From an optimization exercise on the open Yosys and OpenROAD flow, aimed at small area and a short achievable clock period; shortcuts taken in it are not production practice. Function was checked by simulation only, so behaviour that the tests miss may differ from the original.

==> job 6842: inputs <==
Design divider, start of the top module:
module divider (input logic [15:0] N,D,IA0,IA1,IA2,IA3,
                input logic clk, reset, kSave, nSave, dSave, kNextSel,
                input logic [1:0] muxSelB,
                output logic [15:0] quotient, remainder);
==> flow/config.mk <==
export PLATFORM = sky130hd
export DESIGN_NAME = divider
export DESIGN_NICKNAME = divider
export VERILOG_FILES = /design/flow/design.v
export SDC_FILE = /design/flow/constraint.sdc
export NUM_CORES = 4
export LEC_CHECK = 0
export CAP_MARGIN = 20
export CORE_MARGIN = 2
export CORE_UTILIZATION = 40
export CTS_BUF_LIST = sky130_fd_sc_hd__clkbuf_8
export CTS_CLUSTER_DIAMETER = 150
export CTS_CLUSTER_SIZE = 32
export SLEW_MARGIN = 20
==> flow/constraint.sdc <==
create_clock -name core_clock -period 18.0 [get_ports {clk}]
set_input_delay 3.6000 -clock core_clock [delete_from_list [all_inputs] [get_ports {clk}]]
set_output_delay 3.6000 -clock core_clock [all_outputs]
set_load 0.01 [all_outputs]
standard.sh (not shown) runs the stock make flow with config.mk's settings and CLKGATE_MAP_FILE= SYNTH_SCRIPT=/design/flow/synth_recipe.tcl, a recipe that flattens the netlist after the stock synthesis.
==> flow/flow/run.sh <==
#!/bin/bash
# Own layout flow: the standard flow (standard.sh) with these changes:
#  - synthesis keeps the full-adder and half-adder modules (fa, ha) as their own modules so
#    each becomes one sky130 fa/ha cell, and extracts adders only inside them (not in the rest
#    of the logic, e.g. the final carry-lookahead adder); the netlist is then flattened and
#    renamed exactly as the standard synthesis script does;
#  - the remaining logic is mapped with flow/abc.script (ABC map with area recovery, no
#    buffering or sizing: the layout's repair sizes cells with real wire loads);
#  - port buffers are small buf cells instead of the default delay-buffer cell;
#  - timing repair aims for extra setup margin (SETUP_SLACK_MARGIN).
set -euo pipefail
W=$PWD
export SYNTH_KEEP_MODULES="fa ha"
export BUFFER_PORTS_ARGS="-buffer_cell sky130_fd_sc_hd__buf_1"
export ABC_AREA=1
export SETUP_SLACK_MARGIN=8.4
sed 's#^  extract_fa {\*}\[dont_use_extract_fa_args\]$#  extract_fa {*}[dont_use_extract_fa_args] fa ha#' \
  "$FLOW_HOME/scripts/synth.tcl" > "$W/synth_mod.tcl"
grep -q 'extract_fa {\*}\[dont_use_extract_fa_args\] fa ha' "$W/synth_mod.tcl"
# abc: our own mapping script (flow/abc.script) in place of ORFS's
sed -i 's#^  log_cmd abc {\*}\$abc_args$#  set abc_args [lreplace $abc_args 1 1 $::env(OWN_ABC_SCRIPT)]\n&#' "$W/synth_mod.tcl"
grep -q 'OWN_ABC_SCRIPT' "$W/synth_mod.tcl"
export OWN_ABC_SCRIPT="$W/flow/abc.script"
sed "s#\$::env(SCRIPTS_DIR)/synth.tcl#$W/synth_mod.tcl#" "$W/synth_recipe.tcl" > "$W/own_synth.tcl"
grep -q "source $W/synth_mod.tcl" "$W/own_synth.tcl"
sed "s#SYNTH_SCRIPT=[^ ]*#SYNTH_SCRIPT=$W/own_synth.tcl#" "$W/standard.sh" > "$W/own_standard.sh"
grep -q "SYNTH_SCRIPT=$W/own_synth.tcl" "$W/own_standard.sh"
bash "$W/own_standard.sh" > "$W/standard_flow.log" 2>&1
==> flow/flow/abc.script <==
strash
dch
map -B 0.9
topo
stime -c
==> inputs of job 2233, as changes to job 6842 <==
==> flow/flow/abc.script (replaced) <==
strash
dch
map -D 2000
topo
stime -c
- CTS_CLUSTER_DIAMETER: 150 -> unset
- CTS_CLUSTER_SIZE: 32 -> unset
==> inputs of job 3517, as changes to job 6842 <==
==> flow/flow/run.sh (replaced) <==
#!/bin/bash
# Own layout flow: the standard flow (standard.sh) with two changes:
#  - the full-adder and half-adder modules (fa, ha) are kept as their own modules through
#    synthesis, so each becomes one sky130 fa/ha cell, and the netlist is flattened at the end
#    as the standard synthesis does;
#  - port buffers are buf_2 cells instead of the default delay-buffer cell.
set -euo pipefail
W=$PWD
export SYNTH_KEEP_MODULES="fa ha"
export BUFFER_PORTS_ARGS="-buffer_cell sky130_fd_sc_hd__buf_1"
export CORE_UTILIZATION=60
export CTS_BUF_LIST="sky130_fd_sc_hd__clkbuf_4 sky130_fd_sc_hd__clkbuf_8"
export SETUP_SLACK_MARGIN=8
export ABC_AREA=1
bash "$W/standard.sh" > "$W/standard_flow.log" 2>&1
- CTS_BUF_LIST: sky130_fd_sc_hd__clkbuf_8 -> unset
- CTS_CLUSTER_DIAMETER: 150 -> unset
- CTS_CLUSTER_SIZE: 32 -> unset
removed: flow/flow/abc.script
==> inputs of job 3218, as changes to job 6842 <==
--- a/flow/flow/run.sh
+++ b/flow/flow/run.sh
@@ -5,6 +5,5 @@
 #    of the logic, e.g. the final carry-lookahead adder); the netlist is then flattened and
 #    renamed exactly as the standard synthesis script does;
-#  - the remaining logic is mapped with flow/abc.script (ABC map with area recovery, no
-#    buffering or sizing: the layout's repair sizes cells with real wire loads);
+#  - the remaining logic is mapped with flow/abc.script (area-oriented &nf mapping);
 #  - port buffers are small buf cells instead of the default delay-buffer cell;
 #  - timing repair aims for extra setup margin (SETUP_SLACK_MARGIN).
@@ -14,5 +13,5 @@
 export BUFFER_PORTS_ARGS="-buffer_cell sky130_fd_sc_hd__buf_1"
 export ABC_AREA=1
-export SETUP_SLACK_MARGIN=8.4
+export SETUP_SLACK_MARGIN=8.7
 sed 's#^  extract_fa {\*}\[dont_use_extract_fa_args\]$#  extract_fa {*}[dont_use_extract_fa_args] fa ha#' \
   "$FLOW_HOME/scripts/synth.tcl" > "$W/synth_mod.tcl"
==> flow/flow/abc.script (replaced) <==
strash
&get -n
&dch -f
&nf -R 1000
&put
topo
stime -c
buffer -c
upsize -c
dnsize -c
- CTS_CLUSTER_DIAMETER: 150 -> unset
- CTS_CLUSTER_SIZE: 32 -> unset
==> impl_metrics.ini <==
[placed_design]
dpl.hpwl_microns = 21800
place_congestion = 0.911

[sta]
final.setup.worst_slack_ns = 8.83
slew_headroom_pct = 46.5

[logic_synthesis]
synth_top_area_share_pct = 24.2
synth-compound-area-share_pct = 15.2
avgSynthCellArea_sq_um = 8.57

[setup_path]
rr_worst_depth = 24

[run_status]
status = complete, no violations

[clocking]
cts_setup_buffers = 10

[routing]
wl_per_cell_microns = 18.5

[layout]
n_all_buffers = 168

[floorplanning]
taps = 280
That was job 6842.
==> impl_metrics.ini <==
[run_status]
status = complete, no violations

[logic_synthesis]
synth-compound-area-share_pct = 15.8
synth_top_area_share_pct = 24.5

[routing]
wl_per_cell_microns = 19.3

[clocking]
cts_setup_buffers = 3

[placed_design]
dpl.hpwl_microns = 22100

[sta]
slew_headroom_pct = 44.2
That was job 3517.
==> impl_metrics.ini <==
[run_status]
status = complete, no violations

[sta]
slew_headroom_pct = 46.6

[logic_synthesis]
synth-compound-area-share_pct = 19.9
avgSynthCellArea_sq_um = 9.96
synth_top_area_share_pct = 25.0

[placed_design]
dpl.hpwl_microns = 21400

[setup_path]
rr_worst_depth = 24

[floorplanning]
taps = 275
That was job 3218.
==> impl_metrics.ini <==
[sta]
final.setup.worst_slack_ns = 8.64

[clocking]
cts_setup_buffers = 12

[run_status]
status = complete, no violations

[routing]
wl_per_cell_microns = 19.6

[floorplanning]
taps = 285

[placed_design]
place_congestion = 0.886
dpl.hpwl_microns = 23100

[logic_synthesis]
synth-compound-area-share_pct = 17.5
avgSynthCellArea_sq_um = 8.58
synth_top_area_share_pct = 23.8

[setup_path]
rr_worst_depth = 24
That was job 2233.

## what the ideal ports hide
No port has a modelled driver above. Below, the same layouts with a new extraction and two added sets of constraints. Step 1, drivers: a clkbuf_16 drives clk and a buf_2 each remaining input, both assumed. Step 2 moves the port delays by t, midway between the first and last clock arrival at a register: inputs arrive t later, outputs are due t later. That takes back most of the time a late clock gives input paths. Slacks: ideal ports / drivers / drivers and shift; pairs: ideal ports / drivers.
run	t, ns	slack for setup (ns)	hold WS [ns]	worst setup path after step 2	cell pins on the clock port's net
job 6842	0.370	8.828 / 8.834 / 8.464	0.594 / 0.594 / 0.594	input to register	1
job 2233	0.366	8.637 / 8.644 / 8.278	0.594 / 0.594 / 0.594	input to register	1
job 3517	0.372	8.397 / 8.405 / 8.032	0.562 / 0.562 / 0.562	input to register	1
job 3218	0.367	8.665 / 8.651 / 8.284	0.569 / 0.569 / 0.569	input to register	1
After both steps setup and hold are still met in every run listed. For job 3218, which loses most, drivers alone change the setup slack by -0.014 ns; drivers and shift together by -0.381 ns.
